This design comes from an exercise in tuning for small area, a short achievable clock period and few clock cycles per item on the open sky130 flow, not from production work.
Where RTL was checked, it was by simulation tests only, not by an equivalence proof against the original.
Power is estimated from default activity; no workload was simulated.

==> flow/design.v <==
module rf_read_port(ra, we, wa, wd, rall, rd);
    input [4:0] ra;
    input we;
    input [4:0] wa;
    input [7:0] wd;
    input [255:0] rall;
    output [7:0] rd;
    wire byp, nbyp;
    wire [3:0] nlo;
    wire [7:0] nhi;
    rf_bypass BYP(.ra(ra), .we(we), .wa(wa), .byp(byp), .nbyp(nbyp));
    rf_predecode PDEC(.ra(ra), .nlo(nlo), .nhi(nhi));
    wire [31:0] s;
    assign s[0] = 1'b0;
    genvar i, b;
    generate
        for (i = 1; i < 32; i = i + 1) begin : g_sel
            rf_nor2 SEL(.a(nlo[i % 4]), .b(nhi[i / 4]), .y(s[i]));
        end
        for (b = 0; b < 8; b = b + 1) begin : g_bit
            wire [10:0] g;
            wire [2:0] p;
            wire t, nwd;
            for (i = 0; i < 10; i = i + 1) begin : g_aoi
                rf_a222oi AOI(.a1(s[3*i+1]), .a2(rall[8*(3*i+1)+b]),
                              .b1(s[3*i+2]), .b2(rall[8*(3*i+2)+b]),
                              .c1(s[3*i+3]), .c2(rall[8*(3*i+3)+b]), .y(g[i]));
            end
            rf_nand2 AOI1(.a(s[31]), .b(rall[8*31+b]), .y(g[10]));
            rf_nand4 N0(.a(g[0]), .b(g[1]), .c(g[2]), .d(g[3]), .y(p[0]));
            rf_nand4 N1(.a(g[4]), .b(g[5]), .c(g[6]), .d(g[7]), .y(p[1]));
            rf_nand3 N2(.a(g[8]), .b(g[9]), .c(g[10]), .y(p[2]));
            rf_nor3 T(.a(p[0]), .b(p[1]), .c(p[2]), .y(t));
            rf_inv IW(.a(wd[b]), .y(nwd));
            rf_o22ai O(.a1(t), .a2(byp), .b1(nbyp), .b2(nwd), .y(rd[b]));
        end
    endgenerate
endmodule
module rf_bypass(ra, we, wa, byp, nbyp);
    input [4:0] ra, wa;
    input we;
    output byp, nbyp;
    assign byp = we & (ra == wa);
    assign nbyp = ~byp;
endmodule
module rf_predecode(ra, nlo, nhi);
    input [4:0] ra;
    output [3:0] nlo;
    output [7:0] nhi;
    genvar j;
    generate
        for (j = 0; j < 4; j = j + 1) begin : g_lo
            assign nlo[j] = ~(ra[1:0] == j);
        end
        for (j = 0; j < 8; j = j + 1) begin : g_hi
            assign nhi[j] = ~(ra[4:2] == j);
        end
    endgenerate
endmodule
module rf_nor3(a, b, c, y);
    input a, b, c;
    output y;
    assign y = ~(a | b | c);
endmodule
module rf_a222oi(a1, a2, b1, b2, c1, c2, y);
    input a1, a2, b1, b2, c1, c2;
    output y;
    assign y = ~((a1 & a2) | (b1 & b2) | (c1 & c2));
endmodule
module rf_o22ai(a1, a2, b1, b2, y);
    input a1, a2, b1, b2;
    output y;
    assign y = ~((a1 | a2) & (b1 | b2));
endmodule
module rf_nor2(a, b, y);
    input a, b;
    output y;
    assign y = ~(a | b);
endmodule
module rf_nand2(a, b, y);
    input a, b;
    output y;
    assign y = ~(a & b);
endmodule
module rf_inv(a, y);
    input a;
    output y;
    assign y = ~a;
endmodule
module rf_nand4(a, b, c, d, y);
    input a, b, c, d;
    output y;
    assign y = ~(a & b & c & d);
endmodule
module rf_nand3(a, b, c, y);
    input a, b, c;
    output y;
    assign y = ~(a & b & c);
endmodule
module processor(clk, rst, max_pc, imem_addr, imem_data, dmem_addr, dmem_data, done, out);
    input clk, rst;
    input [7:0] max_pc;
    output [7:0] imem_addr;
    input [31:0] imem_data;
    output [3:0] dmem_addr;
    input [7:0] dmem_data;
    output reg done;
    output [7:0] out;
    reg       e_valid;           
    reg       e_beq, e_bne;      
    reg       e_eql, e_eqh;      
    reg [7:0] e_tgt;             
    reg [7:0] e_seq;             
    reg [7:0] e_a, e_b;          
    reg [4:0] e_wa;              
    reg       e_jal, e_slt, e_lw;
    wire       e_eq  = e_eql & e_eqh;
    wire       taken = (e_beq & e_eq) | (e_bne & ~e_eq);
    wire [7:0] npc   = taken ? e_tgt : e_seq;
    wire [7:0] sum   = e_a + e_b;
    wire       lt    = $signed(e_a) < $signed(e_b);
    wire [7:0] wd    = e_lw  ? dmem_data :
                       e_jal ? e_tgt :
                       e_slt ? {7'd0, lt} : sum;
    wire       tgt_ge = (e_tgt >= max_pc);
    wire       seq_ge = (e_seq >= max_pc);
    wire       finish = e_valid & (taken ? tgt_ge : seq_ge);
    assign imem_addr = npc;
    assign dmem_addr = sum[3:0];
    reg [7:0] rf [1:31];
    wire [255:0] rall;
    wire [7:0] wd_m = rst ? 8'd0 : wd;
    assign rall[7:0] = 8'd0;
    genvar i;
    generate
        for (i = 1; i < 32; i = i + 1) begin : g_rf
            always @(posedge clk)
                if (rst || e_wa == i)
                    rf[i] <= wd_m;
            assign rall[8 * i +: 8] = rf[i];
        end
    endgenerate
    assign out = rf[4];
    wire [4:0] f_rs = imem_data[25:21];
    wire [4:0] f_rt = imem_data[20:16];
    wire       e_we = (e_wa != 5'd0);
    wire [7:0] f_a, f_b;     
    rf_read_port RPA(.ra(f_rs), .we(e_we), .wa(e_wa), .wd(wd), .rall(rall), .rd(f_a));
    rf_read_port RPB(.ra(f_rt), .we(e_we), .wa(e_wa), .wd(wd), .rall(rall), .rd(f_b));
    wire [5:0] f_op = imem_data[31:26];
    wire [5:0] f_fn = imem_data[5:0];
    wire [7:0] f_imm = imem_data[7:0];
    wire f_rtype = (f_op == 6'b000000);
    wire f_slt   = f_rtype && f_fn == 6'b101010;
    wire f_addu  = f_rtype && f_fn == 6'b100001;
    wire f_jr    = f_rtype && f_fn == 6'b001000;
    wire f_jal   = (f_op == 6'b000011);
    wire f_addiu = (f_op == 6'b001001);
    wire f_beq   = (f_op == 6'b000100);
    wire f_bne   = (f_op == 6'b000101);
    wire f_lw    = (f_op == 6'b100011);
    wire [4:0] f_wa = (f_slt | f_addu)  ? imem_data[15:11] :
                      (f_addiu | f_lw)  ? f_rt :
                      f_jal             ? 5'd31 : 5'd0;
    wire [7:0] f_seq = f_jal ? f_imm : f_jr ? f_a : npc + 8'd1;
    wire go = ~rst & ~done & ~finish;
    always @(posedge clk) begin
        e_tgt  <= npc + (f_jal ? 8'd4 : f_imm);
        e_a    <= f_a;
        e_b    <= (f_addiu | f_lw) ? f_imm : f_b;
        e_slt  <= f_slt;
        e_lw   <= f_lw;
        e_jal  <= f_jal;
        e_eql  <= (f_a[3:0] == f_b[3:0]);
        e_eqh  <= (f_a[7:4] == f_b[7:4]);
        if (rst) begin
            e_valid <= 1'b0;
            e_wa    <= 5'd0;
            e_beq   <= 1'b0;
            e_bne   <= 1'b0;
            e_seq   <= 8'd0;
            done    <= 1'b0;
        end else begin
            e_valid <= go;
            e_wa    <= go ? f_wa : 5'd0;
            e_beq   <= f_beq;
            e_bne   <= f_bne;
            e_seq   <= f_seq;
            if (finish) done <= 1'b1;
        end
    end
endmodule
==> flow/config.mk <==
export PLATFORM = sky130hd
export DESIGN_NAME = processor
export DESIGN_NICKNAME = processor
export VERILOG_FILES = /design/flow/design.v
export SDC_FILE = /design/flow/constraint.sdc
export NUM_CORES = 4
export LEC_CHECK = 0
export CAP_MARGIN = 20
export CORE_MARGIN = 2
export CORE_UTILIZATION = 40
export PLACE_DENSITY = 0.6
export SETUP_SLACK_MARGIN = 2.5
export SLEW_MARGIN = 20
export SYNTH_HIERARCHICAL = 1
export SYNTH_MINIMUM_KEEP_SIZE = 0
==> flow/constraint.sdc <==
create_clock -name core_clock -period 6.0 [get_ports {clk}]
set_input_delay 1.2000 -clock core_clock [delete_from_list [all_inputs] [get_ports {clk}]]
set_output_delay 1.2000 -clock core_clock [all_outputs]
set_load 0.01 [all_outputs]
run.sh (not shown) runs the stock make flow with config.mk's settings and CLKGATE_MAP_FILE= SYNTH_SCRIPT=/design/flow/synth_recipe.tcl, a recipe that flattens the netlist after the stock synthesis.
Testbench counts at the start, summed over its fixed seeds: cycles 16,064, instructions 15,104.
Change:
--- a/flow/design.v
+++ b/flow/design.v
@@ -4,45 +4,45 @@
     input [4:0] wa;
     input [7:0] wd;
     input [255:0] rall;
     output [7:0] rd;
-    wire byp, nbyp;
+    wire byp;
     wire [3:0] nlo;
     wire [7:0] nhi;
-    rf_bypass BYP(.ra(ra), .we(we), .wa(wa), .byp(byp), .nbyp(nbyp));
+    rf_bypass BYP(.ra(ra), .we(we), .wa(wa), .byp(byp));
     rf_predecode PDEC(.ra(ra), .nlo(nlo), .nhi(nhi));
     wire [31:0] s;
-    assign s[0] = 1'b0;
+    assign s[0] = byp;
     genvar i, b;
     generate
         for (i = 1; i < 32; i = i + 1) begin : g_sel
-            rf_nor2 SEL(.a(nlo[i % 4]), .b(nhi[i / 4]), .y(s[i]));
+            rf_nor3 SEL(.a(nlo[i % 4]), .b(nhi[i / 4]), .c(byp), .y(s[i]));
         end
         for (b = 0; b < 8; b = b + 1) begin : g_bit
+            wire [31:0] d;
             wire [10:0] g;
             wire [2:0] p;
-            wire t, nwd;
+            assign d[0] = wd[b];
+            for (i = 1; i < 32; i = i + 1) begin : g_d
+                assign d[i] = rall[8 * i + b];
+            end
             for (i = 0; i < 10; i = i + 1) begin : g_aoi
-                rf_a222oi AOI(.a1(s[3*i+1]), .a2(rall[8*(3*i+1)+b]),
-                              .b1(s[3*i+2]), .b2(rall[8*(3*i+2)+b]),
-                              .c1(s[3*i+3]), .c2(rall[8*(3*i+3)+b]), .y(g[i]));
+                rf_a222oi AOI(.a1(s[3*i]), .a2(d[3*i]), .b1(s[3*i+1]), .b2(d[3*i+1]),
+                              .c1(s[3*i+2]), .c2(d[3*i+2]), .y(g[i]));
             end
-            rf_nand2 AOI1(.a(s[31]), .b(rall[8*31+b]), .y(g[10]));
+            rf_a22oi AOI2(.a1(s[30]), .a2(d[30]), .b1(s[31]), .b2(d[31]), .y(g[10]));
             rf_nand4 N0(.a(g[0]), .b(g[1]), .c(g[2]), .d(g[3]), .y(p[0]));
             rf_nand4 N1(.a(g[4]), .b(g[5]), .c(g[6]), .d(g[7]), .y(p[1]));
             rf_nand3 N2(.a(g[8]), .b(g[9]), .c(g[10]), .y(p[2]));
-            rf_nor3 T(.a(p[0]), .b(p[1]), .c(p[2]), .y(t));
-            rf_inv IW(.a(wd[b]), .y(nwd));
-            rf_o22ai O(.a1(t), .a2(byp), .b1(nbyp), .b2(nwd), .y(rd[b]));
+            rf_or3 O(.a(p[0]), .b(p[1]), .c(p[2]), .y(rd[b]));
         end
     endgenerate
 endmodule
-module rf_bypass(ra, we, wa, byp, nbyp);
+module rf_bypass(ra, we, wa, byp);
     input [4:0] ra, wa;
     input we;
-    output byp, nbyp;
+    output byp;
     assign byp = we & (ra == wa);
-    assign nbyp = ~byp;
 endmodule
 module rf_predecode(ra, nlo, nhi);
     input [4:0] ra;
     output [3:0] nlo;
@@ -66,27 +66,12 @@
     input a1, a2, b1, b2, c1, c2;
     output y;
     assign y = ~((a1 & a2) | (b1 & b2) | (c1 & c2));
 endmodule
-module rf_o22ai(a1, a2, b1, b2, y);
+module rf_a22oi(a1, a2, b1, b2, y);
     input a1, a2, b1, b2;
     output y;
-    assign y = ~((a1 | a2) & (b1 | b2));
-endmodule
-module rf_nor2(a, b, y);
-    input a, b;
-    output y;
-    assign y = ~(a | b);
-endmodule
-module rf_nand2(a, b, y);
-    input a, b;
-    output y;
-    assign y = ~(a & b);
-endmodule
-module rf_inv(a, y);
-    input a;
-    output y;
-    assign y = ~a;
+    assign y = ~((a1 & a2) | (b1 & b2));
 endmodule
 module rf_nand4(a, b, c, d, y);
     input a, b, c, d;
     output y;
@@ -95,8 +80,13 @@
 module rf_nand3(a, b, c, y);
     input a, b, c;
     output y;
     assign y = ~(a & b & c);
+endmodule
+module rf_or3(a, b, c, y);
+    input a, b, c;
+    output y;
+    assign y = a | b | c;
 endmodule
 module processor(clk, rst, max_pc, imem_addr, imem_data, dmem_addr, dmem_data, done, out);
     input clk, rst;
     input [7:0] max_pc;
@@ -113,19 +103,18 @@
     reg [7:0] e_seq;             
     reg [7:0] e_a, e_b;          
     reg [4:0] e_wa;              
     reg       e_jal, e_slt, e_lw;
+    reg [7:0] mp;                
     wire       e_eq  = e_eql & e_eqh;
     wire       taken = (e_beq & e_eq) | (e_bne & ~e_eq);
     wire [7:0] npc   = taken ? e_tgt : e_seq;
     wire [7:0] sum   = e_a + e_b;
     wire       lt    = $signed(e_a) < $signed(e_b);
     wire [7:0] wd    = e_lw  ? dmem_data :
                        e_jal ? e_tgt :
                        e_slt ? {7'd0, lt} : sum;
-    wire       tgt_ge = (e_tgt >= max_pc);
-    wire       seq_ge = (e_seq >= max_pc);
-    wire       finish = e_valid & (taken ? tgt_ge : seq_ge);
+    wire       finish = e_valid & (npc >= mp);
     assign imem_addr = npc;
     assign dmem_addr = sum[3:0];
     reg [7:0] rf [1:31];
     wire [255:0] rall;
@@ -164,8 +153,9 @@
                       f_jal             ? 5'd31 : 5'd0;
     wire [7:0] f_seq = f_jal ? f_imm : f_jr ? f_a : npc + 8'd1;
     wire go = ~rst & ~done & ~finish;
     always @(posedge clk) begin
+        mp     <= max_pc;
         e_tgt  <= npc + (f_jal ? 8'd4 : f_imm);
         e_a    <= f_a;
         e_b    <= (f_addiu | f_lw) ? f_imm : f_b;
         e_slt  <= f_slt;
The changed run finished clean. Wire length grows by about 7%. Cell area grows by about 5%. Sequential share of layout area shrinks by 1.5 points. Cell count shrinks by about 1.2%. Synthesized area grows by 1.2%. Total power grows by about 3.6%. Worst setup slack loses 67 ps.
Function not checked in the second run of this note: the RTL went through the layout flow alone.

## what the ideal ports hide
The flow's constraints put no driver on any port. The routed layouts listed below were extracted and timed again, unchanged, in two steps. Step 1, drivers: a clkbuf_16 drives clk and a buf_2 each remaining input, both assumed. Step 2 also shifts input and output timing later by t, the mid clock arrival at the registers, as if the neighbouring blocks saw the same clock. Three values: no drivers, after step 1, after step 2; two values: the first two.
| run | shift t [ns] | setup WS [ns] | latest minus earliest clock arrival (ns) |
|---|---|---|---|
| the first run | 0.616 | 2.385 / 2.416 / 1.800 | 0.018 / 0.018 |
| the second run | 0.566 | 2.319 / 2.314 / 1.748 | 0.022 / 0.021 |
After both steps setup and hold are still met in every run listed. For the first run, which loses most, drivers alone change the setup slack by +0.031 ns; drivers and shift together by -0.585 ns.
